This is an optimization exercise on Yosys and OpenROAD, whose aim is small area, not a production implementation.
Only simulation tests tie the RTL to the original design; equivalence was not proved.
No activity file was given, so power comes from the tool's default toggle rates.

--- design/flow/config.mk ---
export PLATFORM = sky130hd
export DESIGN_NAME = atm
export DESIGN_NICKNAME = atm
export VERILOG_FILES = /design/flow/design.v
export SDC_FILE = /design/flow/constraint.sdc
export NUM_CORES = 4
export LEC_CHECK = 0
export CAP_MARGIN = 20
export CORE_MARGIN = 2
export CORE_UTILIZATION = 70
export SLEW_MARGIN = 20
export SYNTH_HIERARCHICAL = 1
--- design/flow/constraint.sdc ---
create_clock -name core_clock -period 6.0 [get_ports {CLK}]
set_input_delay 1.2000 -clock core_clock [delete_from_list [all_inputs] [get_ports {CLK}]]
set_output_delay 1.2000 -clock core_clock [all_outputs]
set_load 0.01 [all_outputs]
--- design/flow/design.v ---
module atm
	    (
	    CLK,
	    RESET,
	    TARJETA_RECIBIDA,
	    TIPO_DE_TARJETA,
	    PIN,
	    DIGITO,
	    DIGITO_STB,
	    TIPO_TRANS,
	    MONTO,
	    MONTO_STB,
	    BALANCE_ACTUALIZADO,
	    ENTREGAR_DINERO,
	    FONDOS_INSUFICIENTES,
	    PIN_INCORRECTO,
	    ADVERTENCIA,
	    BLOQUEO
	    );
input
	CLK,
	RESET,			 
	TARJETA_RECIBIDA,
	TIPO_DE_TARJETA,	 
	DIGITO_STB,		 
	TIPO_TRANS,		 
	MONTO_STB;		 
input [15:0] PIN;		 
input [3:0] DIGITO;
input [31:0] MONTO;
output reg
	BALANCE_ACTUALIZADO,
	ENTREGAR_DINERO,
	FONDOS_INSUFICIENTES,
	PIN_INCORRECTO,
	ADVERTENCIA,
	BLOQUEO;
localparam [2:0]
	S_IDLE	= 3'b000,
	S_PIN0	= 3'b001,
	S_PIN1	= 3'b011,
	S_PIN2	= 3'b010,
	S_ID	= 3'b100,
	S_WD	= 3'b101,
	S_DEP	= 3'b110,
	S_BLK	= 3'b111;
reg [2:0] estado;
reg [31:0] BAL_lo;		 
reg [31:0] BAL_hi;		 
reg pendiente;			 
reg [1:0] Contador_PIN;		 
reg [11:0] PIN_usuario;		 
wire in_idle	= (estado == S_IDLE);
wire in_pin	= ~estado[2] & (estado[1] | estado[0]);
wire in_blk	= (estado == S_BLK);
wire in_wd	= (estado == S_WD);
wire in_dep	= (estado == S_DEP);
wire cuarto	= in_pin & DIGITO_STB & (Contador_PIN == 2'd3);
wire igual	= ({PIN_usuario, DIGITO} == PIN);
wire correcto	= cuarto & igual;
wire erroneo	= cuarto & ~igual;
wire usa_monto	= in_wd | in_dep;
wire resta	= in_wd | in_idle;	 
wire [31:0] op	= ({32{usa_monto}} & MONTO) ^ {{31{resta}}, in_wd};
wire [31:0] suma;
wire acarreo;
add32 u_suma (.a(BAL_lo), .b(op), .ci(pendiente), .s(suma), .co(acarreo));
wire hi_m	= |BAL_hi[30:1];
wire hi_nz	= hi_m | BAL_hi[0] | BAL_hi[31];
wire fb_up	= BAL_hi[0] ^ BAL_hi[1] ^ BAL_hi[2] ^ BAL_hi[22] ^ ~(hi_m | BAL_hi[31]);
wire fb_dn	= BAL_hi[31] ^ BAL_hi[0] ^ BAL_hi[1] ^ BAL_hi[21] ^ ~(hi_m | BAL_hi[0]);
wire mayor	= hi_nz | acarreo;	 
wire cobra	= in_idle & TARJETA_RECIBIDA & TIPO_DE_TARJETA;
wire retira	= in_wd & MONTO_STB & mayor;
wire rechaza	= in_wd & MONTO_STB & ~mayor;
wire deposita	= in_dep & MONTO_STB;
wire limpia	= ~RESET | (in_idle & ~TARJETA_RECIBIDA);
wire guarda	= (in_wd & ~retira) | (in_dep & ~MONTO_STB) | (in_idle & ~TIPO_DE_TARJETA);
reg paso_sube, paso_baja;
wire h_up	= ~limpia & paso_sube;
wire h_dn	= ~limpia & paso_baja;
wire h_keep	= ~limpia & ~paso_sube & ~paso_baja;
wire [31:0] hi_prox = ({32{h_up}} & {fb_up, BAL_hi[31:1]}) |
		      ({32{h_dn}} & {BAL_hi[30:0], fb_dn}) |
		      ({32{h_keep}} & BAL_hi);
reg [2:0] prox;
always @(*) begin
	prox = estado;
	case (estado)
		S_IDLE:	if (TARJETA_RECIBIDA) prox = S_PIN0;
		S_PIN0:	if (correcto) prox = S_ID; else if (erroneo) prox = S_PIN1;
		S_PIN1:	if (correcto) prox = S_ID; else if (erroneo) prox = S_PIN2;
		S_PIN2:	if (correcto) prox = S_ID; else if (erroneo) prox = S_BLK;
		S_ID:	prox = TIPO_TRANS ? S_WD : S_DEP;
		S_WD:	if (MONTO_STB) prox = S_IDLE;
		S_DEP:	if (MONTO_STB) prox = S_IDLE;
		default: prox = S_BLK;
	endcase
end
always @(posedge CLK) begin
	if (DIGITO_STB)
		PIN_usuario <= {PIN_usuario[7:0], DIGITO};
	BAL_hi <= hi_prox;
	if (limpia) begin
		BAL_lo		<= 32'd0;
		pendiente	<= 1'b0;
		paso_sube	<= 1'b0;
		paso_baja	<= 1'b0;
	end else begin
		if (~guarda) begin
			BAL_lo		<= suma;
			pendiente	<= retira;
		end
		paso_sube	<= ~guarda & ~resta & acarreo;
		paso_baja	<= ~guarda & resta & ~acarreo;
	end
	if (~RESET) begin
		estado			<= S_IDLE;
		Contador_PIN		<= 2'd0;
		BALANCE_ACTUALIZADO	<= 1'b0;
		ENTREGAR_DINERO		<= 1'b0;
		FONDOS_INSUFICIENTES	<= 1'b0;
		PIN_INCORRECTO		<= 1'b0;
		ADVERTENCIA		<= 1'b0;
		BLOQUEO			<= 1'b0;
	end else begin
		estado <= prox;
		if (in_pin & DIGITO_STB)
			Contador_PIN <= Contador_PIN + 2'd1;
		BALANCE_ACTUALIZADO	<= cobra | retira | deposita;
		if (in_idle & TARJETA_RECIBIDA) begin
			ENTREGAR_DINERO		<= 1'b0;
			FONDOS_INSUFICIENTES	<= 1'b0;
		end
		if (retira)
			ENTREGAR_DINERO <= 1'b1;
		if (rechaza)
			FONDOS_INSUFICIENTES <= 1'b1;
		PIN_INCORRECTO	<= erroneo | in_blk;
		ADVERTENCIA	<= erroneo & (estado == S_PIN1);
		BLOQUEO		<= in_blk;
	end
end
endmodule
module add32(input [31:0] a, input [31:0] b, input ci, output [31:0] s, output co);
wire [31:0] p0 = a ^ b;
wire [31:0] g0 = a & b;
wire gz = g0[0] | (p0[0] & ci);
wire G1 = g0[1] | (p0[1] & gz);
wire P1 = p0[1] & p0[0];
wire G2 = g0[3] | (p0[3] & g0[2]);
wire P2 = p0[3] & p0[2];
wire G3 = g0[5] | (p0[5] & g0[4]);
wire P3 = p0[5] & p0[4];
wire G4 = g0[7] | (p0[7] & g0[6]);
wire P4 = p0[7] & p0[6];
wire G5 = g0[9] | (p0[9] & g0[8]);
wire P5 = p0[9] & p0[8];
wire G6 = g0[11] | (p0[11] & g0[10]);
wire P6 = p0[11] & p0[10];
wire G7 = g0[13] | (p0[13] & g0[12]);
wire P7 = p0[13] & p0[12];
wire G8 = g0[15] | (p0[15] & g0[14]);
wire P8 = p0[15] & p0[14];
wire G9 = g0[17] | (p0[17] & g0[16]);
wire P9 = p0[17] & p0[16];
wire G10 = g0[19] | (p0[19] & g0[18]);
wire P10 = p0[19] & p0[18];
wire G11 = g0[21] | (p0[21] & g0[20]);
wire P11 = p0[21] & p0[20];
wire G12 = g0[23] | (p0[23] & g0[22]);
wire P12 = p0[23] & p0[22];
wire G13 = g0[25] | (p0[25] & g0[24]);
wire P13 = p0[25] & p0[24];
wire G14 = g0[27] | (p0[27] & g0[26]);
wire P14 = p0[27] & p0[26];
wire G15 = g0[29] | (p0[29] & g0[28]);
wire P15 = p0[29] & p0[28];
wire G16 = g0[31] | (p0[31] & g0[30]);
wire P16 = p0[31] & p0[30];
wire G17 = g0[2] | (p0[2] & G1);
wire P17 = p0[2] & P1;
wire G18 = G2 | (P2 & G1);
wire P18 = P2 & P1;
wire G19 = g0[6] | (p0[6] & G3);
wire P19 = p0[6] & P3;
wire G20 = G4 | (P4 & G3);
wire P20 = P4 & P3;
wire G21 = g0[10] | (p0[10] & G5);
wire P21 = p0[10] & P5;
wire G22 = G6 | (P6 & G5);
wire P22 = P6 & P5;
wire G23 = g0[14] | (p0[14] & G7);
wire P23 = p0[14] & P7;
wire G24 = G8 | (P8 & G7);
wire P24 = P8 & P7;
wire G25 = g0[18] | (p0[18] & G9);
wire P25 = p0[18] & P9;
wire G26 = G10 | (P10 & G9);
wire P26 = P10 & P9;
wire G27 = g0[22] | (p0[22] & G11);
wire P27 = p0[22] & P11;
wire G28 = G12 | (P12 & G11);
wire P28 = P12 & P11;
wire G29 = g0[26] | (p0[26] & G13);
wire P29 = p0[26] & P13;
wire G30 = G14 | (P14 & G13);
wire P30 = P14 & P13;
wire G31 = g0[30] | (p0[30] & G15);
wire P31 = p0[30] & P15;
wire G32 = G16 | (P16 & G15);
wire P32 = P16 & P15;
wire G33 = g0[4] | (p0[4] & G18);
wire P33 = p0[4] & P18;
wire G34 = G3 | (P3 & G18);
wire P34 = P3 & P18;
wire G35 = G19 | (P19 & G18);
wire P35 = P19 & P18;
wire G36 = G20 | (P20 & G18);
wire P36 = P20 & P18;
wire G37 = g0[12] | (p0[12] & G22);
wire P37 = p0[12] & P22;
wire G38 = G7 | (P7 & G22);
wire P38 = P7 & P22;
wire G39 = G23 | (P23 & G22);
wire P39 = P23 & P22;
wire G40 = G24 | (P24 & G22);
wire P40 = P24 & P22;
wire G41 = g0[20] | (p0[20] & G26);
wire P41 = p0[20] & P26;
wire G42 = G11 | (P11 & G26);
wire P42 = P11 & P26;
wire G43 = G27 | (P27 & G26);
wire P43 = P27 & P26;
wire G44 = G28 | (P28 & G26);
wire P44 = P28 & P26;
wire G45 = g0[28] | (p0[28] & G30);
wire P45 = p0[28] & P30;
wire G46 = G15 | (P15 & G30);
wire P46 = P15 & P30;
wire G47 = G31 | (P31 & G30);
wire P47 = P31 & P30;
wire G48 = G32 | (P32 & G30);
wire P48 = P32 & P30;
wire G49 = g0[8] | (p0[8] & G36);
wire P49 = p0[8] & P36;
wire G50 = G5 | (P5 & G36);
wire P50 = P5 & P36;
wire G51 = G21 | (P21 & G36);
wire P51 = P21 & P36;
wire G52 = G22 | (P22 & G36);
wire P52 = P22 & P36;
wire G53 = G37 | (P37 & G36);
wire P53 = P37 & P36;
wire G54 = G38 | (P38 & G36);
wire P54 = P38 & P36;
wire G55 = G39 | (P39 & G36);
wire P55 = P39 & P36;
wire G56 = G40 | (P40 & G36);
wire P56 = P40 & P36;
wire G57 = g0[24] | (p0[24] & G44);
wire P57 = p0[24] & P44;
wire G58 = G13 | (P13 & G44);
wire P58 = P13 & P44;
wire G59 = G29 | (P29 & G44);
wire P59 = P29 & P44;
wire G60 = G30 | (P30 & G44);
wire P60 = P30 & P44;
wire G61 = G45 | (P45 & G44);
wire P61 = P45 & P44;
wire G62 = G46 | (P46 & G44);
wire P62 = P46 & P44;
wire G63 = G47 | (P47 & G44);
wire P63 = P47 & P44;
wire G64 = G48 | (P48 & G44);
wire P64 = P48 & P44;
wire G65 = g0[16] | (p0[16] & G56);
wire P65 = p0[16] & P56;
wire G66 = G9 | (P9 & G56);
wire P66 = P9 & P56;
wire G67 = G25 | (P25 & G56);
wire P67 = P25 & P56;
wire G68 = G26 | (P26 & G56);
wire P68 = P26 & P56;
wire G69 = G41 | (P41 & G56);
wire P69 = P41 & P56;
wire G70 = G42 | (P42 & G56);
wire P70 = P42 & P56;
wire G71 = G43 | (P43 & G56);
wire P71 = P43 & P56;
wire G72 = G44 | (P44 & G56);
wire P72 = P44 & P56;
wire G73 = G57 | (P57 & G56);
wire P73 = P57 & P56;
wire G74 = G58 | (P58 & G56);
wire P74 = P58 & P56;
wire G75 = G59 | (P59 & G56);
wire P75 = P59 & P56;
wire G76 = G60 | (P60 & G56);
wire P76 = P60 & P56;
wire G77 = G61 | (P61 & G56);
wire P77 = P61 & P56;
wire G78 = G62 | (P62 & G56);
wire P78 = P62 & P56;
wire G79 = G63 | (P63 & G56);
wire P79 = P63 & P56;
wire G80 = G64 | (P64 & G56);
wire P80 = P64 & P56;
wire [32:0] c;
assign c[0] = ci;
assign c[1] = gz;
assign c[2] = G1;
assign c[3] = G17;
assign c[4] = G18;
assign c[5] = G33;
assign c[6] = G34;
assign c[7] = G35;
assign c[8] = G36;
assign c[9] = G49;
assign c[10] = G50;
assign c[11] = G51;
assign c[12] = G52;
assign c[13] = G53;
assign c[14] = G54;
assign c[15] = G55;
assign c[16] = G56;
assign c[17] = G65;
assign c[18] = G66;
assign c[19] = G67;
assign c[20] = G68;
assign c[21] = G69;
assign c[22] = G70;
assign c[23] = G71;
assign c[24] = G72;
assign c[25] = G73;
assign c[26] = G74;
assign c[27] = G75;
assign c[28] = G76;
assign c[29] = G77;
assign c[30] = G78;
assign c[31] = G79;
assign c[32] = G80;
assign s = p0 ^ c[31:0];
assign co = c[32];
endmodule
--- design/flow/flow/run.sh ---
#!/bin/bash
set -euo pipefail
W=$(pwd)
cat > "$W/flow_synth.tcl" <<EOT
proc abc {args} {
  set i [lsearch -exact \$args -script]
  set a1 \$args
  set a2 \$args
  lset a1 [expr {\$i + 1}] $W/flow/abc_adder.script
  lset a2 [expr {\$i + 1}] $W/flow/abc_map.script
  yosys abc {*}\$a1 add32
  yosys abc {*}\$a2 atm
}
source $W/synth_recipe.tcl
EOT
sed "s#SYNTH_SCRIPT=[^ ]*#SYNTH_SCRIPT=$W/flow_synth.tcl#" standard.sh > flow_standard.sh
grep -q "SYNTH_SCRIPT=$W/flow_synth.tcl" flow_standard.sh
export BUFFER_PORTS_ARGS="-buffer_cell sky130_fd_sc_hd__buf_1"
export CTS_ARGS="-sink_clustering_enable -repair_clock_nets -dont_use_dummy_load -buf_list sky130_fd_sc_hd__clkbuf_4 -root_buf sky130_fd_sc_hd__clkbuf_8"
bash flow_standard.sh finish > standard_flow.log 2>&1
--- design/flow/flow/abc_adder.script ---
&get -n
&st
&dch
&nf -R 30
&st
&syn2
&if -g -K 6
&synch2
&nf -R 30
&st
&syn2
&if -g -K 6
&synch2
&nf -R 30
&st
&syn2
&if -g -K 6
&synch2
&nf -R 30
&st
&syn2
&if -g -K 6
&synch2
&nf -R 30
&st
&syn2
&if -g -K 6
&synch2
&nf -R 30
&put
--- design/flow/flow/abc_map.script ---
&get -n
&st
&deepsyn -T 60
&dch -f
&nf -R 1000
&st
&syn3
&dch -f
&nf -R 1000
&put
--- design/flow/standard.sh ---
#!/bin/bash
# synth_recipe.tcl (not shown) runs the flow's synth.tcl, then flattens the netlist and writes it again
# the make line also repeats each setting of config.mk as NAME=value (left out here)
make -C /OpenROAD-flow-scripts/flow DESIGN_CONFIG=/design/flow/config.mk WORK_HOME=/design/flow/orfs CLKGATE_MAP_FILE= SYNTH_SCRIPT=/design/flow/synth_recipe.tcl "${@:-finish}"
==> results.tsv, run 1 <==
metric	value	unit
root buf cell	clkbuf_8	
Total Power	2.41	mW
Die Y	87.1	um
Finished Cell Area	5410	sq um
first-pass GRT wire length	17800	um
status	timing/DRC/antenna clean	
synthesized flop and latch total	90	
H-tree Lvls	3	
post-synth cell types	46	
M2 GR Usage	51.8	%
Die Width	87.1	um
sequential share of the synthesized area	39.8	%
Worst-path clk slew	80	ps
RSZ-0062 raised after global routing	false	
number of synthesized flops with an enable pin	12	
Post-Syn Area per Cell	9.44	sq um
io pins	65	
FMAX	181	MHz
Top FF cell, synth	dfxtp_1	
Post-synth top cells	78 x dfxtp_1, 74 x o21ai_0, 54 x clkinv_1	
largest net degree at the start of global routing	35	
clock tree buffer depth	2	
critical path type	input port to flop	
area occupied by multi-input gates	2730	sq um
final number of hold-violating endpoints	0	
Crit. End Element	flop	
Arr. time, crit path	5750	ps
critical path, cell by cell	buf_1 > nor2b_1 > a221oi_1 > clkinv_1 > fa_1 > clkinv_1 > fa_1 > a211oi_1 > nor3_1 > o31ai_1 > a21oi_1 > o2111a_1 > o41a_1 > a21o_1 > a21oi_1 > o21bai_1 > nor3b_1 > nand2b_1 > a21oi_1 > and2_1 > buf_4 > a22o_1	
grt met3 use	5.59	%
PD cells	446	nW/um^2
full die area	7590	sq um
Worst-Margin Slew	655	ps
Startpoint Class	input port	
ANT cells	0	
Static Leak	2.10	nW
HP Class	flop to flop	
GR Util met1	35.6	%
Detailed Routing Iterations Pass 1	8	
Rel. slew slack	55.9	%
CP max stage delay	450	ps
routed len/inst	16.0	um
CTS Sinks	90	
core footprint	6760	sq um
Synth Cell Area	4830	sq um
Critical-path top delay cell	o31ai_1	
Via Count	4374	
Max FO, Critical Path	34	
DRC errors left	0	
RePlAce Congestion	0.852	
Inst Count DP	666	
syn_nets	608	
drt initial violations	413	
most numerous cell on the critical path	a21oi_1	
Final Slew Violations	0	
Detailed Route WL	10800	um
Initial Utilization	71.6	%
count leader, synth	dfxtp_1	
Max Cap Viol	0	
reg2reg setup slack	470	ps
Syn. warnings	7	
Area Growth Syn to Fin	11.9	%
Nets	693	
Syn Inst Count	512	
Fin Clk Skew	33.6	ps
GRT Max-Usage Layer	met2	
crit path time final	5530	ps
vias in the first global route	4065	
Worst-Skew Late Latency	360	ps
PortBufs	64	
fin crit share	92.2	%
setup_tns	0	ps
TritonCTS clock tree	done	
top-area cell type share of the netlist area	32.3	%
hold_ws	456	ps
largest cells by area after synthesis	dfxtp_1 32%, ha_1 8.0%, o21ai_0 7.7%	
Area after DPL	5270	sq um
GRT Total Usage	29.4	%
final setup fails	0	
dpl hpwl	7600	um
critical path required time	6220	ps
leading area contributor after synthesis	dfxtp_1	
share of layout cells above drive strength 1	3.87	%
Congestion Overflow GR	0	
# fillers	504	
Peak VDD IR	0.278	mV
ys async rst share	0	%
via/cell ratio	6.48	
Post-Layout Cell Count	675	
initial antenna violation count	0	
Routed Antenna Nets	0	
register area	1920	sq um
# rows	30	
CTS buffer count	9	
## modules after synthesis, one instance, submodules excluded
module  copies in the design  cell area (sq um)  cells inside
add32                      1               1220           155
atm                        1               3620           357
## state kept, by name (all words and copies together) (netlist names), 2 cells and up
register / count
BAL_hi: 32
BAL_lo: 32
Contador_PIN: 2
PIN_usuario: 12
estado: 3
## logic make-up after synthesis
kind of cell	count (synthesis)	synth area share (%)
simple gates	100	10.1
fa+ha+maj	37	10.5
compound gates	195	28.9
buf+inv	54	4.19
mux	1	0.207
xor+xnor	35	6.34
flops	90	39.8
## critical path, delay by kind of cell
kind	cells	cell delay, ps
AO/OA/AOI/OAI	11	2630
adder cells (fa/ha/maj)	2	580
buffers and inverters	4	490
AND/OR/NAND/NOR	5	820
## stage by stage
stage | setup slack [ps] | util [%]
4_1_cts | 98.6 | 79.8
3_5_place_dp | 202 | 78.0
3_3_place_gp | 412 | 78.0
6_report | 465 | 80.0
2_1_floorplan | 268 | -
5_1_grt | 31.8 | 80.0
## worst paths after layout
check,startpoint,to,depth (start not counted)
worst max-delay path,MONTO[0],BAL_lo[31]$_SDFFE_PP0N_,22
worst max register to register,estado[1]$_SDFFE_PN0P_,BAL_lo[31]$_SDFFE_PP0N_,21
worst min register to register,PIN_usuario[3]$_DFFE_PP_,PIN_usuario[7]$_DFFE_PP_,0
worst min-delay path,PIN_usuario[3]$_DFFE_PP_,PIN_usuario[7]$_DFFE_PP_,0
## metal layers
metal / wire [um] / part of all wire (%)
met1: 4680 / 43
met2: 5410 / 50
met3: 506 / 4.7
met4: 187 / 1.7
met5: 0 / 0
## cell usage in the layout, fill, tap and decap left out, types with 3 or more instances in the layout
master and instances:
nor2_1 29, ha_1 31, nand3_1 6, a21oi_1 13, buf_4 9, buf_1 64, a22o_1 33, clkinv_1 54
fa_1 6, nand2b_1 6, xor2_1 15, nor3_1 12, dfxtp_1 78, clkbuf_8 9, xnor2_1 20, and2_0 4
edfxtp_1 12, o21ai_0 73, nand4_1 5, a221oi_1 3, nor2b_1 4, nand2_1 15, nor4_1 9, a222oi_1 33
o21a_1 8, a21o_1 9
## final cells by class
type / instances / share of cell area (%)
clock buffers: 9 / 2.29
inverters: 54 / 3.75
multi-input cells: 368 / 50.5
flip-flops and latches: 90 / 35.5
well taps: 80 / 1.85
repair buffers: 74 / 6.06
## power by group
group | total, mW | switching (mW) | internal [mW]
clock | 0.317 | 0.182 | 0.135
combinational | 1.33 | 0.735 | 0.591
sequential | 0.769 | 0.0668 | 0.702
total | 2.41 | 0.984 | 1.43
## timing repair
item	4_1_cts	5_1_grt
gates resized for setup	0	3
setup buffers	0	0
setup endpoints to repair	0	36
hold buffers	0	0
==> inputs of run 2 (changes only) <==
--- a/design/flow/flow/run.sh
+++ b/design/flow/flow/run.sh
@@ -13,7 +13,7 @@
 }
 source $W/synth_recipe.tcl
 EOT
-sed "s#SYNTH_SCRIPT=[^ ]*#SYNTH_SCRIPT=$W/flow_synth.tcl#" standard.sh > flow_standard.sh
+sed -e "s#SYNTH_SCRIPT=[^ ]*#SYNTH_SCRIPT=$W/flow_synth.tcl ADDER_MAP_FILE=#" standard.sh > flow_standard.sh
 grep -q "SYNTH_SCRIPT=$W/flow_synth.tcl" flow_standard.sh
 export BUFFER_PORTS_ARGS="-buffer_cell sky130_fd_sc_hd__buf_1"
 export CTS_ARGS="-sink_clustering_enable -repair_clock_nets -dont_use_dummy_load -buf_list sky130_fd_sc_hd__clkbuf_4 -root_buf sky130_fd_sc_hd__clkbuf_8"
==> design/flow/flow/abc_adder.script (replaced) <==
&get -n
&st
&dch
&nf
&st
&syn2
&if -g -K 6
&synch2
&nf
&st
&syn2
&if -g -K 6
&synch2
&nf
&st
&syn2
&if -g -K 6
&synch2
&nf
&st
&syn2
&if -g -K 6
&synch2
&nf
&st
&syn2
&if -g -K 6
&synch2
&nf
&put
--- a/design/flow/config.mk
+++ b/design/flow/config.mk
@@ -7,6 +7,6 @@
 export LEC_CHECK = 0
 export CAP_MARGIN = 20
 export CORE_MARGIN = 2
-export CORE_UTILIZATION = 70
+export CORE_UTILIZATION = 55
 export SLEW_MARGIN = 20
 export SYNTH_HIERARCHICAL = 1
==> run 2 against run 1 <==
  * Via count grew 2.1%
  * Combinational power down 65%
  * Clock power grew 2%
  * Largest power group is now sequential cells
  * Clock skew shrank 6.8 ps
  * Critical endpoint is now pendiente$_SDFFE_PP0N_
  * First-iteration DRC count shrank 34%
  * Sequential share of layout area shrank 0.74 points
  * Die area rose by 27%
  * Wire length rose by 4.0%
  * Critical path depth fell by 2
  * Worst hold slack better by 12 ps
==> results.tsv, run 2 <==
metric	value	unit	change
Critical-path top delay cell	and2_0		
Post-CTS Repair Setup Buffers	0		unchanged
GRT Total Usage	23.3	%	-6.0 points
io pins	65		unchanged
sequential share of the synthesized area	39.3	%	-0.45 points
Max Cap Viol	0		unchanged
Inst Count DP	714		+7.2%
full die area	9660	sq um	+27%
ys async rst share	0	%	unchanged
final setup fails	0		unchanged
Top FF cell, synth	dfxtp_1		
critical path type	flop to flop		
Rel. slew slack	29.7	%	-26 points
most frequent cells in the layout	78 x dfxtp_1, 65 x xnor2_1, 64 x buf_1		
first-pass GRT wire length	18800	um	+5.8%
Nets	676		-2.5%
crit path time final	5460	ps	-70.9 ps
FMAX	183	MHz	+1.3%
Syn Inst Count	527		+2.9%
root buf cell	clkbuf_8		
share of layout cells above drive strength 1	4.55	%	+0.69 points
core footprint	8680	sq um	+28%
Fin Clk Skew	26.8	ps	-6.80 ps
CP top delay family	simple AND/OR/NAND/NOR gates		
Gate power share	31.1	%	-24 points
leading area contributor after synthesis	dfxtp_1		
post-synth cell types	41		-11%
HP Class	flop to flop		
Die Width	98.3	um	+13%
vias in the first global route	4113		+1.2%
drt initial violations	274		-34%
Post-Route Utilization	63.6	%	-16 points
# resized after CTS	0		unchanged
internal power	1.04	mW	-27%
Post-synth top cells	78 x dfxtp_1, 65 x xnor2_1, 44 x clkinv_1		
switching share of power	31.8	%	-9.0 points
CTS buffer count	9		unchanged
setup ws final	536	ps	+70.9 ps
Area Growth Syn to Fin	12.9	%	
status	timing/DRC/antenna clean		
number of synthesized flops with an enable pin	12		unchanged
Post-CTS Hold Buffers	0		unchanged
PortBufs	64		unchanged
RSZ-0062 raised after global routing	false		
Syn. warnings	7		unchanged
count leader, synth	dfxtp_1		
CTS Sinks	90		unchanged
Congestion Overflow GR	0		unchanged
# rows	34		+13%
critical path, cell by cell	and2_0 > a21oi_1 > o22ai_1 > xnor2_1 > nor3_1 > and3_1 > nand3_1 > a31oi_1 > o22ai_1 > a31oi_1 > maj3_1 > maj3_1 > maj3_1 > nor4b_1 > buf_4 > nor2_1 > nor2_2 > buf_4 > nor2_1 > a22o_1		
Worst-path clk slew	90	ps	about the same
Crit. End Element	flop		
Startpoint Class	flop		
Static Leak	1.88	nW	-10%
dpl hpwl	7900	um	+3.9%
H-tree Lvls	3		unchanged
synthesized flop and latch total	90		unchanged
Synth Cell Area	4890	sq um	+1.1%
syn_nets	586		-3.6%
routed len/inst	15.5	um	-2.9%
PD cells	275	nW/um^2	-38%
Via Count	4466		+2.1%
Detailed Routing Iterations Pass 1	8		unchanged
Final Slew Violations	0		unchanged
clock share of power	21.2	%	+8.1 points
Initial Utilization	56.3	%	-15 points
Worst-Margin Slew	1050	ps	+399 ps
share of power burned in registers	47.7	%	+16 points
Post-Layout Cell Count	723		+7.1%
via/cell ratio	6.18		-4.7%
Placement Setup Slack	641	ps	+439 ps
largest net degree at the start of global routing	38		+8.6%
largest cells by area after synthesis	dfxtp_1 32%, xnor2_1 12%, edfxtp_1 7.4%		
sw power	0.482	mW	-51%
Worst-Skew Late Latency	350	ps	about the same
reg2reg setup slack	540	ps	+70 ps
Max FO, Critical Path	20		-41%
top-area cell type share of the netlist area	31.9	%	-0.36 points
Bufs and invs on worst path	2		-2
fin crit share	91.1	%	-1.2 points
Die Y	98.3	um	+13%
ANT cells	0		unchanged
hold_ws	468	ps	+12.1 ps
critical path required time	6220	ps	about the same
CP max stage delay	870	ps	+420 ps
clock tree buffer depth	2		unchanged
most numerous cell on the critical path	maj3_1		
Routed Antenna Nets	0		unchanged
setup_tns	0	ps	unchanged
RePlAce Congestion	0.916		+7.6%
Peak VDD IR	0.127	mV	-54%
Arr. time, crit path	5690	ps	-60 ps
TritonCTS clock tree	done		
DRC errors left	0		unchanged
most common cell after layout, fill and taps aside	dfxtp_1		
final number of hold-violating endpoints	0		unchanged
Detailed Route WL	11200	um	+4.0%
biggest registers after layout	BAL_hi x32, BAL_lo x32, PIN_usuario x12		
initial antenna violation count	0		unchanged
Post-Syn Area per Cell	9.28	sq um	-1.7%
## run 2: power groups by stage
stage | Sequential (mW) | Clock, mW | Combinational (mW)
finish | 0.724 | 0.322 | 0.471
global route | 0.735 | 0.350 | 0.523
floorplan | 0.725 | 0 | 0.380
global placement | 0.733 | 0 | 0.460
detailed placement | 0.735 | 0 | 0.470
CTS | 0.724 | 0.335 | 0.470
## run 2: final cells by class
| type | instances | area, sq um |
|---|---|---|
| clock buffer | 9 | 124 |
| multi-input combinational | 393 | 2820 |
| sequential | 90 | 1920 |
| fill | 793 | 3160 |
| inverter | 44 | 165 |
| timing repair buffer | 79 | 353 |
| tap | 108 | 135 |
## run 2: path summary, 6_finish.rpt
path                                          startpoint                        to  cells past startpoint
worst max-delay path              estado[1]$_SDFFE_PN0P_    pendiente$_SDFFE_PP0N_                     20
worst min-delay path            PIN_usuario[3]$_DFFE_PP_  PIN_usuario[7]$_DFFE_PP_                      0
worst max register to register    estado[1]$_SDFFE_PN0P_    pendiente$_SDFFE_PP0N_                     20
worst min register to register  PIN_usuario[3]$_DFFE_PP_  PIN_usuario[7]$_DFFE_PP_                      0
## run 2: cells by family after synthesis
kind of cell / count (synthesis) / share of synthesized area [%]
AO/OA/AOI/OAI: 205 / 30.1
AND/OR/NAND/NOR: 90 / 9.14
flip-flops: 90 / 39.3
XOR/XNOR: 77 / 13.8
buffers and inverters: 44 / 3.38
adder cells (fa/ha/maj): 21 / 4.30
## run 2: through the flow
stage	power, mW	area [sq um]
after floorplan	1.10	4900
after global placement	1.19	5400
after detailed placement	1.20	5400
after CTS	1.53	5520
after global routing	1.61	5520
final	1.52	5520
## run 2: routing by layer
layer | vias to the layer above | global-route usage, % | share of wire, %
met5 | - | 0 | 0
met4 | 0 | 8.96 | 1.9
met3 | 20 | 3.29 | 4.1
met2 | 102 | 39.1 | 47
met1 | 2112 | 30.6 | 47
li1 | 2232 | - | -
## run 2: Yosys stat by module (local to each module, per instance)
module | area [sq um] | cells inside | flops+latches
add32 | 1250 | 164 | 0
atm | 3640 | 363 | 90
==> inputs of run 3 (changes only) <==
==> design/flow/flow/abc_adder.script (replaced) <==
&get -n
&st
&dch
&nf -R 30
&st
&syn2
&if -g -K 6
&synch2
&nf -R 30
&st
&syn2
&if -g -K 6
&synch2
&nf -R 30
&st
&syn2
&if -g -K 6
&synch2
&nf -R 30
&st
&syn2
&if -g -K 6
&synch2
&nf -R 30
&st
&syn2
&if -g -K 6
&synch2
&nf -R 30
&put
==> run 3 against run 2 <==
  * Synthesized area is 2.8% lower
  * Clock power is 1% lower
  * Critical path depth is 3 higher
  * Wire length is 8.6% lower
  * Critical endpoint is now BAL_lo[12]$_SDFFE_PP0N_
==> results.tsv, run 3 <==
metric	value	unit	change
biggest registers after layout	BAL_hi x32, BAL_lo x32, PIN_usuario x12		
critical path required time	6240	ps	+20 ps
most common cell after layout, fill and taps aside	dfxtp_1		
WHS Path Cells	0		unchanged
Compound-Gate Fraction of Synth Area	27.7	%	-2.4 points
Detailed Route WL	10200	um	-8.6%
core footprint	8300	sq um	-4.4%
Arr. time, crit path	5800	ps	+110 ps
syn_nets	565		-3.6%
PortBufs	64		unchanged
Post-synth top cells	80 x o21ai_0, 78 x dfxtp_1, 55 x xnor2_1		
Post-CTS Hold Buffers	0		unchanged
Final Slew Violations	0		unchanged
PD cells	275	nW/um^2	about the same
CTS Sinks	90		unchanged
reg2reg start	estado[2]$_SDFFE_PN0P_		
min-delay src	PIN_usuario[6]$_DFFE_PP_		
Initial Utilization	57.3	%	+0.92 points
fin crit share	92.7	%	+1.6 points
Post-Route Utilization	66.6	%	+3.0 points
setup_tns	0	ps	unchanged
count leader, synth	o21ai_0		
Max Cap Viol	0		unchanged
Register-to-Register Path Depth	23		+15%
dpl hpwl	7450	um	-5.7%
# rows	33		-2.9%
Post-Syn Area per Cell	9.39	sq um	+1.2%
Rel. slew slack	38.1	%	+8.4 points
Max FO, Critical Path	27		+35%
largest net degree at the start of global routing	33		-13%
io pins	65		unchanged
routed len/inst	14.6	um	-5.9%
Detailed Routing Iterations Pass 1	7		-1
Syn Inst Count	506		-4.0%
critical path type	flop to flop		
adder-cell share of the synthesized area	5.69	%	+1.4 points
synthesized flop and latch total	90		unchanged
RSZ-0062 raised after global routing	false		
status	timing/DRC/antenna clean		
Fin Clk Skew	15.4	ps	-11.4 ps
HP Class	flop to flop		
leading area contributor after synthesis	dfxtp_1		
Area Growth Syn to Fin	16.4	%	
clock tree buffer depth	2		unchanged
first-pass GRT wire length	17500	um	-6.9%
TritonCTS clock tree	done		
share of layout cells above drive strength 1	8.38	%	+3.8 points
RePlAce Congestion	0.795		-13%
final setup fails	0		unchanged
Via Count	4126		-7.6%
reg2reg setup slack	440	ps	-100 ps
crit path time final	5560	ps	+97.9 ps
CTS buffer count	9		unchanged
Syn. warnings	7		unchanged
post-synthesis simple-gate area fraction	8.11	%	-1.0 points
top sig layer	met4		
WL met2	4890	um	-7.5%
full die area	9400	sq um	-2.7%
via/cell ratio	5.88		-4.8%
post-synth cell types	38		-7.3%
hold endpoint	PIN_usuario[10]$_DFFE_PP_		
DRC errors left	0		unchanged
Static Leak	1.87	nW	-0.60%
GRT Total Usage	22.3	%	-1.1 points
wl on met1	4710	um	-10%
sequential share of the synthesized area	40.4	%	+1.1 points
Worst-Margin Slew	919	ps	-135 ps
Congestion Overflow GR	0		unchanged
Nets	658		-2.7%
Top FF cell, synth	dfxtp_1		
vias in the first global route	3902		-5.1%
final number of hold-violating endpoints	0		unchanged
WL met3	499	um	+8.7%
Worst-Skew Late Latency	350	ps	about the same
ys async rst share	0	%	unchanged
largest family of logic cells by synthesized area	compound AO/OA/AOI/OAI gates		
Crit Reg-Reg Endpoint	BAL_lo[12]$_SDFFE_PP0N_		
initial antenna violation count	0		unchanged
top-area cell type share of the netlist area	32.9	%	+0.92 points
FMAX	180	MHz	-1.8%
Crit. End Element	flop		
largest cells by area after synthesis	dfxtp_1 33%, xnor2_1 10%, o21ai_0 8.4%		
mux contribution to synthesized area	0	%	unchanged
root buf cell	clkbuf_8		
most frequent cells in the layout	77 x dfxtp_1, 76 x o21ai_0, 64 x buf_1		
number of synthesized flops with an enable pin	12		unchanged
XOR/XNOR Fraction of Synth Area	14.6	%	+0.77 points
Die Width	97.0	um	-1.4%
H-tree Lvls	3		unchanged
Worst-path clk slew	80	ps	about the same
Startpoint Class	flop		
Peak VDD IR	0.118	mV	-7.0%
ANT cells	0		unchanged
Synth Cell Area	4750	sq um	-2.8%
Die Y	97.0	um	-1.4%
drt initial violations	267		-2.6%
Routed Antenna Nets	0		unchanged
[run 3: changes by cell type in the layout (fill, tap and decap cells not counted), sizes merged, moves of 3 or more]
| cell | change |
|---|---|
| xnor2 | -10 |
| o22ai | -36 |
| nor2b | -3 |
| o21ai | +63 |
| nand3 | -9 |
| buf | +3 |
| nor2 | -3 |
| xor2 | +12 |
| and3 | -3 |
| maj3 | +6 |
| a21oi | -30 |
[run 3: layout make-up]
type | instances | area, sq um
well taps | 105 | 131
clock buffers | 9 | 124
repair buffers | 82 | 425
multi-input cells | 372 | 2760
fillers | 708 | 2770
inverters | 44 | 165
flip-flops and latches | 90 | 1920
[run 3: where the power goes]
part           switching, mW  internal (mW)
combinational          0.229          0.252
sequential            0.0587          0.662
clock                  0.183          0.134
[run 3: logic make-up after synthesis]
family | Yosys count
AO/OA/AOI/OAI | 190
XOR/XNOR | 79
adder cells (fa/ha/maj) | 27
flip-flops | 90
AND/OR/NAND/NOR | 76
buffers and inverters | 44
[run 3: worst max path at each step]
stage	slack (ps)	to	start	cells past startpoint
after floorplan	20	pendiente$_SDFFE_PP0N_	MONTO[16]	20
after global placement	90	pendiente$_SDFFE_PP0N_	MONTO[0]	20
after detailed placement	20	BAL_lo[19]$_SDFFE_PP0N_	MONTO[0]	19
after CTS	210	pendiente$_SDFFE_PP0N_	estado[0]$_SDFFE_PN0P_	24
after global routing	40	pendiente$_SDFFE_PP0N_	estado[2]$_SDFFE_PN0P_	24
final	440	BAL_lo[12]$_SDFFE_PP0N_	estado[2]$_SDFFE_PN0P_	23
[run 3: per-layer routing]
layer / up-vias / global-route usage [%]
li1: 2115 / -
met1: 1900 / 28.7
met2: 99 / 37.9
met3: 12 / 3.76
met4: 0 / 7.48
met5: - / 0
[run 3: modules after synthesis, one instance, submodules excluded]
module	flip-flops and latches	area, sq um
add32	0	1160
atm	90	3590
[run 3: what timing repair did]
item	CTS	global route
gates resized for setup	0	3
setup endpoints to repair	0	35
setup buffers	0	0
[run 3: metrics by stage]
step | instances | hold WS, ps | setup WS [ps] | cell area [sq um] | power (mW)
2_1_floorplan | 506 | 435 | 22.7 | 4840 | 1.11
3_3_place_gp | 693 | 444 | 85.5 | 5400 | 1.20
3_5_place_dp | 693 | 454 | 16.9 | 5400 | 1.21
4_1_cts | 702 | 471 | 208 | 5530 | 1.53
5_1_grt | 702 | 485 | 35.1 | 5530 | 1.61
6_report | 702 | 467 | 438 | 5530 | 1.52
[run 3: critical path, cell delays in order, from the launching register on]
cell	delay, ps
dfxtp_1	500
nor2_2	80
nand2_2	150
o21ai_2	90
buf_4	200
o21ai_0	90
o21ai_1	120
a31oi_1	150
nor2_1	70
maj3_1	370
maj3_1	360
a21o_1	180
maj3_1	350
o21bai_4	200
a21oi_2	160
o21ai_2	80
maj3_2	330
maj3_2	340
maj3_2	340
maj3_2	350
nor4b_4	340
nor4_4	140
buf_12	230
a22o_1	240
==> inputs of run 4 (changes only) <==
==> design/flow/flow/abc_adder.script (replaced) <==
&get -n
&st
&syn2
&dch -f
&nf -R 1000
&st
&syn2
&dch -f
&nf -R 1000
&st
&syn2
&dch -f
&nf -R 1000
&put
==> run 4 against run 3 <==
  * Maximum frequency shrank 1.1%
  * Via count is 8.3% higher
  * Sequential share of layout area down 0.35 points
  * Worst hold slack worse by 5.6 ps
  * Final cell count rose by 6.0%
  * Die area grew 0.28%
  * Cell area rose by 1.0%
  * Synthesized cell count increased by 7.3%
  * Wire length grew 8.5%
  * Global-route usage increased by 1.7 points
  * Count of clock-buffer cells in the layout stayed put
  * Largest power group unchanged
==> results.tsv, run 4 <==
metric	value	unit	change
Worst-Margin Slew	963	ps	+44.9 ps
synthesized flop and latch total	90		unchanged
Detailed Routing Iterations Pass 1	6		-1
ys async rst share	0	%	unchanged
TritonCTS clock tree	done		
initial antenna violation count	0		unchanged
Routed Antenna Nets	0		unchanged
Peak VDD IR	0.127	mV	+7.6%
RePlAce Congestion	0.825		+3.9%
critical path type	input port to flop		
Total Power	1.48	mW	-2.5%
leading area contributor after synthesis	dfxtp_1		
Initial Utilization	57.4	%	+0.17 points
final setup fails	0		unchanged
number of synthesized flops with an enable pin	12		unchanged
most numerous cell on the critical path	maj3_1		
crit path time final	5620	ps	+61.5 ps
status	timing/DRC/antenna clean		
via/cell ratio	6.01		+2.2%
Final Slew Violations	0		unchanged
RSZ-0062 raised after global routing	false		
Die Y	97.1	um	+0.14%
H-tree Lvls	3		unchanged
biggest registers after layout	BAL_hi x32, BAL_lo x32, PIN_usuario x12		
share of layout cells above drive strength 1	8.29	%	-0.081 points
Detailed Route WL	11100	um	+8.5%
# rows	33		unchanged
GRT Total Usage	23.9	%	+1.7 points
HP Class	flop to flop		
Congestion Overflow GR	0		unchanged
count leader, synth	dfxtp_1		
PD cells	265	nW/um^2	-3.5%
full die area	9430	sq um	+0.28%
core footprint	8300	sq um	unchanged
Worst-Skew Late Latency	350	ps	about the same
fin crit share	93.7	%	+1.0 points
Die Width	97.1	um	+0.14%
Area Growth Syn to Fin	17.2	%	
Post-synth top cells	78 x dfxtp_1, 51 x a21oi_1, 48 x nor2_1		
Syn. warnings	7		unchanged
most common cell after layout, fill and taps aside	dfxtp_1		
Nets	700		+6.4%
CTS Sinks	90		unchanged
Rel. slew slack	35.1	%	-3.0 points
WHS Path Cells	0		unchanged
ANT cells	0		unchanged
Fin Clk Skew	28.8	ps	+13.4 ps
Post-Layout Cell Count	744		+6.0%
Max Cap Viol	0		unchanged
Inst Count DP	731		+5.5%
root buf cell	clkbuf_8		
io pins	65		unchanged
vias in the first global route	4278		+9.6%
Post-CTS Hold Buffers	0		unchanged
Syn Inst Count	543		+7.3%
Top FF cell, synth	dfxtp_1		
CTS buffer count	9		unchanged
sequential share of the synthesized area	40.3	%	-0.12 points
Worst-path clk slew	70	ps	about the same
Crit. End Element	flop		
Arr. time, crit path	5840	ps	+40 ps
Post-Syn Area per Cell	8.78	sq um	-6.5%
final number of hold-violating endpoints	0		unchanged
critical path required time	6220	ps	-20 ps
DRC errors left	0		unchanged
Static Leak	1.98	nW	+5.8%
syn_nets	602		+6.5%
Via Count	4470		+8.3%
CP max stage delay	410	ps	-90 ps
FMAX	178	MHz	-1.1%
post-synth cell types	36		-5.3%
Post-Route Utilization	67.3	%	+0.68 points
Max FO, Critical Path	22		-19%
Critical-path top delay cell	maj3_1		
most frequent cells in the layout	77 x dfxtp_1, 64 x buf_1, 51 x a21oi_1		
PortBufs	64		unchanged
dpl hpwl	8010	um	+7.6%
hold_ws	461	ps	-5.55 ps
Synth Cell Area	4770	sq um	+0.29%
clock tree buffer depth	2		unchanged
drt initial violations	301		+13%
Register-to-Register Path Depth	25		+8.7%
largest cells by area after synthesis	dfxtp_1 33%, edfxtp_1 7.6%, xnor2_1 7.2%		
first-pass GRT wire length	19100	um	+8.9%
routed len/inst	14.9	um	+2.4%
top-area cell type share of the netlist area	32.8	%	-0.095 points
Startpoint Class	input port		
largest net degree at the start of global routing	33		unchanged
## run 4: cell count changes in the layout (fill, tap and decap cells not counted), moves of 7 or more
cell,previous run,this run
xnor2_1,55,39
nor2_1,19,45
o21ai_0,76,18
a21oi_1,11,51
o22ai_1,4,39
nand2_1,13,30
buf_4,14,21
maj3_1,20,7
## run 4: repair_timing
item / 4_1_cts / 5_1_grt
buffers inserted: 0 / 4
setup endpoints to repair: 0 / 36
gates resized for setup: 0 / 1
## run 4: critical path: cells and delay by family
kind | cells | cell delay [ps]
AO/OA/AOI/OAI | 10 | 1640
adder cells (fa/ha/maj) | 4 | 1430
buffers and inverters | 4 | 540
AND/OR/NAND/NOR | 7 | 1030
## run 4: cell families after synthesis
kind of cell             count (synthesis)  synth area share [%]
AO/OA/AOI/OAI                          200                  29.2
AND/OR/NAND/NOR                        132                  12.9
flip-flops                              90                  40.3
XOR/XNOR                                64                  11.8
buffers and inverters                   47                  3.70
adder cells (fa/ha/maj)                 10                  2.10
## run 4: routing by layer
metal / GRT usage (%) / routed length, um / part of all wire [%]
met1: 31.0 / 5010 / 45
met2: 40.6 / 5460 / 49
met3: 3.38 / 438 / 3.9
met4: 9.10 / 205 / 1.8
met5: 0 / 0 / 0
## run 4: metrics by stage
stage / worst slack [ps] / cell area, sq um / TNS (ps)
2_1_floorplan: 7.41 / 4880 / 0
3_3_place_gp: 114 / 5430 / 0
3_5_place_dp: -1.74 / 5430 / -2.63
4_1_cts: 316 / 5550 / 0
5_1_grt: 1.25 / 5590 / 0
6_report: 377 / 5590 / 0
## run 4: power by group
part / internal [mW] / switching, mW / total (mW)
combinational: 0.217 / 0.237 / 0.454
clock: 0.135 / 0.186 / 0.320
sequential: 0.659 / 0.0473 / 0.706
total: 1.01 / 0.470 / 1.48
## run 4: cell type report
type                            count  area (sq um)
Tap cell                          105           131
Multi-Input combinational cell    406          2790
Sequential cell                    90          1920
Inverter                           47           176
Fill cell                         719          2710
Clock buffer                        9           124
Timing Repair Buffer               87           438
## run 4: worst paths after layout
| kind | from | slack [ps] | to |
|---|---|---|---|
| max reg2reg | estado[1]$_SDFFE_PN0P_ | 490 | BAL_lo[29]$_SDFFE_PP0N_ |
| max | MONTO[4] | 380 | BAL_lo[29]$_SDFFE_PP0N_ |
| min | PIN_usuario[4]$_DFFE_PP_ | 460 | PIN_usuario[8]$_DFFE_PP_ |
| min reg2reg | PIN_usuario[4]$_DFFE_PP_ | 460 | PIN_usuario[8]$_DFFE_PP_ |
## run 4: modules after synthesis (local to each module, per instance)
module | area [sq um] | cells | flops+latches
add32 | 1120 | 180 | 0
atm | 3640 | 363 | 90
==> inputs of run 5 (changes only) <==
--- a/design/flow/design.v
+++ b/design/flow/design.v
@@ -31,7 +31,8 @@
 output reg
 	BALANCE_ACTUALIZADO,
 	ENTREGAR_DINERO,
-	FONDOS_INSUFICIENTES,
+	FONDOS_INSUFICIENTES;
+output
 	PIN_INCORRECTO,
 	ADVERTENCIA,
 	BLOQUEO;
@@ -50,6 +51,7 @@
 reg pendiente;			 
 reg [1:0] Contador_PIN;		 
 reg [11:0] PIN_usuario;		 
+reg error_pin;			 
 wire in_idle	= (estado == S_IDLE);
 wire in_pin	= ~estado[2] & (estado[1] | estado[0]);
 wire in_blk	= (estado == S_BLK);
@@ -83,6 +85,9 @@
 wire [31:0] hi_prox = ({32{h_up}} & {fb_up, BAL_hi[31:1]}) |
 		      ({32{h_dn}} & {BAL_hi[30:0], fb_dn}) |
 		      ({32{h_keep}} & BAL_hi);
+assign PIN_INCORRECTO	= error_pin | in_blk;
+assign ADVERTENCIA	= error_pin & (estado == S_PIN2);
+assign BLOQUEO		= in_blk & ~error_pin;
 reg [2:0] prox;
 always @(*) begin
 	prox = estado;
@@ -120,9 +125,7 @@
 		BALANCE_ACTUALIZADO	<= 1'b0;
 		ENTREGAR_DINERO		<= 1'b0;
 		FONDOS_INSUFICIENTES	<= 1'b0;
-		PIN_INCORRECTO		<= 1'b0;
-		ADVERTENCIA		<= 1'b0;
-		BLOQUEO			<= 1'b0;
+		error_pin		<= 1'b0;
 	end else begin
 		estado <= prox;
 		if (in_pin & DIGITO_STB)
@@ -136,9 +139,7 @@
 			ENTREGAR_DINERO <= 1'b1;
 		if (rechaza)
 			FONDOS_INSUFICIENTES <= 1'b1;
-		PIN_INCORRECTO	<= erroneo | in_blk;
-		ADVERTENCIA	<= erroneo & (estado == S_PIN1);
-		BLOQUEO		<= in_blk;
+		error_pin	<= erroneo;
 	end
 end
 endmodule
==> design/flow/flow/abc_adder.script (replaced) <==
&get -n
&st
&dch
&nf -R 30
&st
&syn2
&if -g -K 6
&synch2
&nf -R 30
&st
&syn2
&if -g -K 6
&synch2
&nf -R 30
&st
&syn2
&if -g -K 6
&synch2
&nf -R 30
&st
&syn2
&if -g -K 6
&synch2
&nf -R 30
&st
&syn2
&if -g -K 6
&synch2
&nf -R 30
&put
==> run 5 against run 4 <==
  * Clock skew up 1.7 ps
  * First-iteration DRC count up 0.66%
  * Maximum frequency down 3.7%
  * Sequential cell count down 2
  * Sequential share of layout area down 1.1 points
  * Wire length up 1.9%
  * Worst hold slack worse by 4.7 ps
  * Combinational power up 26%
  * Largest cell class unchanged
==> results.tsv, run 5 <==
metric	value	unit	change
number of synthesized flops with an enable pin	12		unchanged
Die Width	97.5	um	+0.38%
setup ws final	160	ps	-217 ps
Post-Syn Area per Cell	9.36	sq um	+6.7%
Post-synth top cells	76 x dfxtp_1, 58 x xnor2_1, 50 x clkinv_1		
critical path type	input port to flop		
HP Class	flop to flop		
ys async rst share	0	%	unchanged
first-pass GRT wire length	18400	um	-3.6%
status	timing/DRC/antenna clean		
Startpoint Class	input port		
Static Leak	1.89	nW	-4.3%
Post-CTS Hold Buffers	0		unchanged
DRC errors left	0		unchanged
count leader, synth	dfxtp_1		
Worst-Margin Slew	842	ps	-121 ps
# fillers	767		+6.7%
leading area contributor after synthesis	dfxtp_1		
Total Power	1.61	mW	+8.7%
crit path time final	5840	ps	+217 ps
critical path required time	6230	ps	about the same
Arr. time, crit path	6070	ps	+230 ps
H-tree Lvls	3		unchanged
Detailed Route WL	11300	um	+1.9%
clock tree buffer depth	2		unchanged
biggest registers after layout	BAL_hi x32, BAL_lo x32, PIN_usuario x12		
Synth Cell Area	4800	sq um	+0.79%
CP top delay family	adder cells		
Detailed Routing Iterations Pass 1	8		+2
Initial Utilization	55.9	%	-1.5 points
post-synth cell types	42		+17%
final setup fails	0		unchanged
GRT Total Usage	23.1	%	-0.84 points
largest cells by area after synthesis	dfxtp_1 32%, xnor2_1 11%, edfxtp_1 7.5%		
final number of hold-violating endpoints	0		unchanged
Final Slew Violations	0		unchanged
sequential share of the synthesized area	39.2	%	-1.1 points
most numerous cell on the critical path	maj3_2		
# rows	34		+3.0%
core footprint	8590	sq um	+3.5%
CTS Sinks	88		-2.2%
Max FO, Critical Path	8		-64%
synthesized flop and latch total	88		-2.2%
largest net degree at the start of global routing	35		+6.1%
Placement Setup Slack	-134	ps	-133 ps
Congestion Overflow GR	0		unchanged
vias in the first global route	4070		-4.9%
most frequent cells in the layout	74 x dfxtp_1, 64 x buf_1, 58 x xnor2_1		
top-area cell type share of the netlist area	31.7	%	-1.1 points
full die area	9500	sq um	+0.75%
hold endpoint	Contador_PIN[1]$_SDFFE_PN0P_		
FMAX	171	MHz	-3.7%
Crit. End Element	flop		
PortBufs	64		unchanged
ANT cells	0		unchanged
Inst Count DP	712		-2.6%
Syn. warnings	7		unchanged
critical path, cell by cell	buf_1 > nand2_1 > o211ai_1 > a31oi_1 > nor2_1 > maj3_1 > maj3_1 > a21o_1 > maj3_1 > o21bai_2 > a21oi_2 > o21ai_1 > maj3_2 > maj3_2 > maj3_2 > maj3_2 > nor3b_4 > a21oi_1 > nor3_2 > a21oi_2 > and2_2 > a22o_1		
Post-Layout Cell Count	726		-2.4%
Peak VDD IR	0.143	mV	+12%
Worst-path clk slew	80	ps	about the same
CP max stage delay	370	ps	-40 ps
Fin Clk Skew	30.5	ps	+1.67 ps
Routed Antenna Nets	0		unchanged
Rel. slew slack	42.4	%	+7.3 points
drt initial violations	303		+0.66%
PD cells	285	nW/um^2	+7.5%
io pins	65		unchanged
Top FF cell, synth	dfxtp_1		
reg2reg start	estado[2]$_SDFFE_PN0P_		
Finished Cell Area	5650	sq um	+1.1%
Worst-Skew Late Latency	360	ps	about the same
TritonCTS clock tree	done		
Nets	679		-3.0%
Area after DPL	5460	sq um	+0.58%
initial antenna violation count	0		unchanged
Area Growth Syn to Fin	17.6	%	
Critical-path top delay cell	maj3_1		
CTS buffer count	9		unchanged
dpl hpwl	7800	um	-2.7%
Bufs and invs on worst path	1		-3
fin crit share	97.3	%	+3.6 points
Max Cap Viol	0		unchanged
Crit Reg-Reg Endpoint	BAL_lo[3]$_SDFFE_PP0N_		
Syn Inst Count	513		-5.5%
root buf cell	clkbuf_8		
RePlAce Congestion	0.849		+2.9%
routed len/inst	15.6	um	+4.4%
share of layout cells above drive strength 1	10.4	%	+2.1 points
syn_nets	572		-5.0%
most common cell after layout, fill and taps aside	dfxtp_1		
WHS Path Cells	1		+1
via/cell ratio	5.98		-0.55%
min-delay src	Contador_PIN[1]$_SDFFE_PN0P_		
reg2reg setup slack	240	ps	-250 ps
Register-to-Register Path Depth	23		-8.0%
Via Count	4338		-3.0%
Die Y	97.5	um	+0.38%
-- run 5: cell types whose count changed after synthesis, moves of 6 or more --
cell	previous run	this run
nand2_1	31	43
a21oi_1	51	13
nand3_1	8	1
o211ai_1	1	33
maj3_1	10	27
a31oi_1	11	5
o22ai_1	39	6
xnor2_1	39	58
xor2_1	25	18
o21ai_0	20	14
nor2_1	48	22
-- run 5: cells by family (layout without fill, tap and decap cells) --
logic type	Yosys count	in the layout	synth area share (%)
flip-flops	88	88	39.2
AND/OR/NAND/NOR	109	113	10.7
buffers and inverters	50	151	3.91
XOR/XNOR	76	76	13.9
AO/OA/AOI/OAI	163	163	26.8
adder cells (fa/ha/maj)	27	27	5.63
-- run 5: worst max-delay path by stage --
stage                     cells past startpoint              startpoint  slack, ps                 endpoint
after floorplan                              22               MONTO[16]          3   pendiente$_SDFFE_PP0N_
after global placement                       22               MONTO[16]        -60  BAL_lo[25]$_SDFFE_PP0N_
after detailed placement                     22               MONTO[17]       -130  BAL_lo[21]$_SDFFE_PP0N_
after CTS                                    22  estado[1]$_SDFFE_PN0P_         60   BAL_lo[0]$_SDFFE_PP0N_
after global routing                         23  estado[2]$_SDFFE_PN0P_        -10  BAL_lo[10]$_SDFFE_PP0N_
final                                        22               MONTO[16]        160   BAL_lo[3]$_SDFFE_PP0N_
-- run 5: per-layer routing --
layer | vias to the layer above | track usage, % | part of all wire (%)
met4 | 0 | 6.30 | 0.83
met2 | 102 | 36.7 | 46
met3 | 7 | 5.18 | 5.2
met1 | 2053 | 32.0 | 48
li1 | 2176 | - | -
met5 | - | 0 | 0
-- run 5: final cells by class --
| class | count | area, sq um | share of cell area, % |
|---|---|---|---|
| multi-input cells | 379 | 2840 | 50.3 |
| well taps | 108 | 135 | 2.39 |
| repair buffers | 92 | 475 | 8.42 |
| inverters | 50 | 188 | 3.32 |
| clock buffers | 9 | 124 | 2.19 |
| flip-flops and latches | 88 | 1880 | 33.4 |
-- run 5: worst register-to-register path, cell delays in order (launching register included) --
cell and delay [ps]:
dfxtp_1 380, nor2b_2 210, and2_1 250, nand2_1 100
o211ai_1 190, a31oi_1 230, nor2_1 80, maj3_1 370
maj3_1 360, a21o_1 190, maj3_1 340, o21bai_2 210
a21oi_2 180, o21ai_1 110, maj3_2 330, maj3_2 340
maj3_2 340, maj3_2 340, nor3b_4 210, a21oi_1 100
nor3_2 140, a21oi_2 100, and2_2 310, a22o_1 250
-- run 5: repair_timing --
action / CTS / global route
buffers inserted: 0 / 1
gates resized for setup: 0 / 10
endpoints found under the setup margin: 0 / 35
-- run 5: where the power goes --
part / total, mW / internal, mW / switching (mW)
clock: 0.316 / 0.135 / 0.182
sequential: 0.720 / 0.654 / 0.0659
combinational: 0.573 / 0.300 / 0.272
total: 1.61 / 1.09 / 0.520
-- run 5: per-stage QoR --
step | hold WS, ps | utilization, % | TNS (ps)
6_report | 457 | 65.7 | 0
4_1_cts | 460 | 65.0 | 0
3_5_place_dp | 445 | 63.5 | -4030
2_1_floorplan | 422 | - | 0
5_1_grt | 484 | 65.7 | -55.3
3_3_place_gp | 437 | 63.5 | -1900
-- run 5: modules after synthesis, one instance, submodules excluded --
module,copies in the design,flip-flops and latches
atm,1,88
add32,1,0
==> inputs of run 6 (changes only) <==
--- a/design/flow/flow/run.sh
+++ b/design/flow/flow/run.sh
@@ -13,7 +13,7 @@
 }
 source $W/synth_recipe.tcl
 EOT
-sed -e "s#SYNTH_SCRIPT=[^ ]*#SYNTH_SCRIPT=$W/flow_synth.tcl ADDER_MAP_FILE=#" standard.sh > flow_standard.sh
+sed "s#SYNTH_SCRIPT=[^ ]*#SYNTH_SCRIPT=$W/flow_synth.tcl#" standard.sh > flow_standard.sh
 grep -q "SYNTH_SCRIPT=$W/flow_synth.tcl" flow_standard.sh
 export BUFFER_PORTS_ARGS="-buffer_cell sky130_fd_sc_hd__buf_1"
 export CTS_ARGS="-sink_clustering_enable -repair_clock_nets -dont_use_dummy_load -buf_list sky130_fd_sc_hd__clkbuf_4 -root_buf sky130_fd_sc_hd__clkbuf_8"
==> run 6 against run 5 <==
  * Still clean on timing, DRC and antenna
  * Sequential power grew 8.1%
  * Non-clock buffer count shrank 13
  * Critical path depth grew 1
  * Final cell count shrank 1.4%
  * Maximum frequency grew 7.4%
  * Utilization shrank 2.6 points
  * Total power grew 52%
  * Clock power shrank 3%
==> results.tsv, run 6 <==
metric	value	unit	change
Total Power	2.45	mW	+52%
dpl hpwl	7640	um	-2.0%
Startpoint Class	input port		
CTS buffer count	9		unchanged
Area Growth Syn to Fin	13.5	%	
Die Width	97.2	um	-0.22%
Post-Syn Area per Cell	9.19	sq um	-1.8%
GRT Total Usage	22.9	%	-0.22 points
biggest registers after layout	BAL_hi x32, BAL_lo x32, PIN_usuario x12		
final number of hold-violating endpoints	0		unchanged
reg2reg setup slack	730	ps	+490 ps
Post-synth top cells	76 x dfxtp_1, 74 x o21ai_0, 53 x clkinv_1		
routed len/inst	14.2	um	-8.9%
# rows	34		unchanged
syn_nets	616		+7.7%
clock tree buffer depth	2		unchanged
internal power	1.46	mW	+34%
clock share of power	12.6	%	-7.1 points
reg2reg start	estado[0]$_SDFFE_PN0P_		
# fillers	769		+0.26%
critical path type	input port to flop		
Routed Antenna Nets	0		unchanged
WHS Path Cells	0		-1
leading area contributor after synthesis	dfxtp_1		
wl on met1	4630	um	-15%
register area	1880	sq um	about the same
Crit Reg-Reg Endpoint	BAL_lo[25]$_SDFFE_PP0N_		
full die area	9450	sq um	-0.44%
sw power	0.996	mW	+91%
drt initial violations	229		-24%
Initial Utilization	55.6	%	-0.26 points
FMAX	184	MHz	+7.4%
worst setup path startpoint	MONTO[0]		
hold_ws	480	ps	+23.5 ps
root buf cell	clkbuf_8		
Syn Inst Count	520		+1.4%
PD cells	452	nW/um^2	+59%
Max Cap Viol	0		unchanged
HP Class	flop to flop		
setup_tns	0	ps	unchanged
Arr. time, crit path	5710	ps	-360 ps
Post-Route Utilization	63.1	%	-2.6 points
first-pass GRT wire length	18200	um	-1.2%
most frequent cells in the layout	75 x dfxtp_1, 73 x o21ai_0, 64 x buf_1		
RePlAce Congestion	0.813		-4.3%
Gate power share	55.7	%	+20 points
H-tree Lvls	3		unchanged
Post-CTS Repair Setup Buffers	0		unchanged
CTS Sinks	88		unchanged
sequential share of the synthesized area	39.4	%	+0.18 points
post-synth cell types	39		-7.1%
area occupied by multi-input gates	2730	sq um	-3.9%
ANT cells	0		unchanged
Area after DPL	5290	sq um	-3.1%
share of layout cells above drive strength 1	5.10	%	-5.3 points
largest cells by area after synthesis	dfxtp_1 32%, ha_1 8.1%, o21ai_0 7.7%		
WL met2	4990	um	-3.5%
io pins	65		unchanged
DRC errors left	0		unchanged
fin crit share	90.6	%	-6.7 points
PortBufs	64		unchanged
Peak VDD IR	0.229	mV	+60%
Finished Cell Area	5420	sq um	-4.0%
share of power burned in registers	31.7	%	-13 points
most common cell after layout, fill and taps aside	dfxtp_1		
TritonCTS clock tree	done		
Max FO, Critical Path	19		+11
final setup fails	0		unchanged
Die Y	97.2	um	-0.22%
Crit. End Element	flop		
count leader, synth	dfxtp_1		
Rel. slew slack	48.4	%	+6.0 points
number of synthesized flops with an enable pin	12		unchanged
initial antenna violation count	0		unchanged
Register-to-Register Path Depth	23		unchanged
largest net degree at the start of global routing	33		-5.7%
top-area cell type share of the netlist area	31.8	%	+0.15 points
Final Slew Violations	0		unchanged
core footprint	8590	sq um	unchanged
WL met3	385	um	-35%
RSZ-0062 raised after global routing	false		
Top FF cell, synth	dfxtp_1		
via/cell ratio	5.87		-1.8%
Worst-path clk slew	70	ps	about the same
vias in the first global route	4010		-1.5%
Detailed Route WL	10200	um	-10%
crit path time final	5440	ps	-402 ps
synthesized flop and latch total	88		unchanged
Via Count	4201		-3.2%
Post-CTS Hold Buffers	0		unchanged
hold endpoint	PIN_usuario[6]$_DFFE_PP_		
Worst-Margin Slew	771	ps	-71.1 ps
status	timing/DRC/antenna clean		
Worst-Skew Late Latency	350	ps	about the same
min-delay src	PIN_usuario[2]$_DFFE_PP_		
Static Leak	2.12	nW	+12%
Synth Cell Area	4780	sq um	-0.47%
switching share of power	40.6	%	+8.3 points
ys async rst share	0	%	unchanged
Congestion Overflow GR	0		unchanged
Detailed Routing Iterations Pass 1	8		unchanged
Fin Clk Skew	30.0	ps	-0.451 ps
Nets	706		+4.0%
Syn. warnings	7		unchanged
top sig layer	met4		
critical path required time	6270	ps	+40 ps
==> run 6: cell types whose count changed in the layout (fill, tap and decap cells not counted), moves of 5 or more <==
cell / change
o211ai_1: -32
o21a_1: +8
o21ai_0: +60
nor3_1: +5
buf_4: -11
nand3_1: +7
ha_1: +31
a21oi_1: +7
nand2_1: -19
nor2_1: +19
maj3_1: -20
xnor2_1: -36
fa_1: +6
maj3_2: -7
==> run 6: cell type report <==
type / count / share of cell area (%)
clock buffers: 9 / 2.28
multi-input cells: 379 / 50.3
well taps: 108 / 2.49
repair buffers: 79 / 6.51
flip-flops and latches: 88 / 34.7
inverters: 53 / 3.67
==> run 6: power groups by stage <==
stage	registers [mW]	logic, mW	clock network (mW)
2_1_floorplan	0.774	1.08	0
3_3_place_gp	0.788	1.33	0
3_5_place_dp	0.787	1.37	0
4_1_cts	0.778	1.37	0.319
5_1_grt	0.793	1.58	0.340
6_report	0.778	1.37	0.308
==> run 6: cells by family (layout without fill, tap and decap cells) <==
logic type,count (synthesis),after routing,share of synthesized area [%]
buffers and inverters,53,141,4.16
DFF,88,88,39.4
xor gates and xnor gates,37,37,6.78
AOI/OAI and AO/OA,191,191,28.0
adders and majority gates,37,37,10.6
and+or+nand+nor,114,114,11.1
==> run 6: layer usage <==
metal  global-route usage, %  up-vias
li1                        -     2147
met5                       0        -
met3                    3.45       15
met2                    37.9       86
met4                    7.26        0
met1                    31.0     1953
==> run 6: timing repair <==
item                                    in CTS  in global routing
endpoints found under the setup margin       0                 30
endpoints found under the hold margin        0                  0
resized for setup                            0                  3
==> run 6: stage by stage <==
step                instances  worst slack (ps)
finish                    716               562
global route              716              74.8
CTS                       716               270
detailed placement        707               208
global placement          707               413
floorplan                 520               104
==> run 6: Yosys stat by module, one instance, submodules excluded <==
module	cell area (sq um)	copies in the design
add32	1180	1
atm	3600	1
==> run 6: worst max-delay path, cell delays in order <==
cell,delay [ps]
buf_1,100
o21ai_0,80
o211a_1,200
clkinv_1,90
fa_1,390
clkinv_1,60
fa_1,210
a211oi_1,100
nor3_1,230
o21ai_0,170
a21oi_1,230
a21oi_1,130
o21ai_0,400
a211oi_2,160
nor2b_1,220
nand3_1,100
nand2_1,110
a21o_1,170
nor4b_1,80
buf_4,150
nor3_4,640
buf_4,340
a22o_1,160
==> run 6: worst max path at each step <==
stage / slack (ps) / cells past startpoint / to
5_1_grt: 70 / 23 / BAL_lo[25]$_SDFFE_PP0N_
2_1_floorplan: 100 / 22 / pendiente$_SDFFE_PP0N_
3_5_place_dp: 210 / 24 / BAL_lo[30]$_SDFFE_PP0N_
6_report: 560 / 23 / BAL_lo[25]$_SDFFE_PP0N_
4_1_cts: 270 / 23 / BAL_lo[25]$_SDFFE_PP0N_
3_3_place_gp: 410 / 23 / BAL_lo[10]$_SDFFE_PP0N_

[what the ideal ports hide]
In the flow no input, the clock included, has a driving cell. The finished layouts below were timed again as built, in two steps. Step 1 assumes that a clkbuf_16 drives the clock port and a buf_2 every other input. Step 2 adds t to the input delays and takes it off the output delays; t is the mean of the earliest and latest rising clock arrival at the registers after step 1. Input paths then give back, and output paths get back, about the clock's delay inside the block. Three values: no drivers, after step 1, after step 2; two values: the first two.
run	t (ns)	setup WS [ns]	clock arrival spread, ns	worst data-port slew with drivers (ns)	cell pins on the clock port's net
run 1	0.373	0.465 / 0.465 / 0.102	0.033 / 0.033	0.04	1
run 2	0.374	0.536 / 0.536 / 0.536	0.027 / 0.027	0.04	1
run 3	0.378	0.438 / 0.438 / 0.096	0.015 / 0.015	0.04	1
run 4	0.371	0.377 / 0.387 / 0.016	0.029 / 0.029	0.03	1
run 5	0.374	0.160 / 0.169 / -0.206	0.031 / 0.031	0.04	1
run 6	0.374	0.562 / 0.578 / 0.204	0.030 / 0.030	0.03	1
Met with ideal ports but missed after step 2: setup timing in run 5. The setup slack of run 5, which loses most, moves by +0.009 ns with the drivers and by -0.366 ns with both steps.
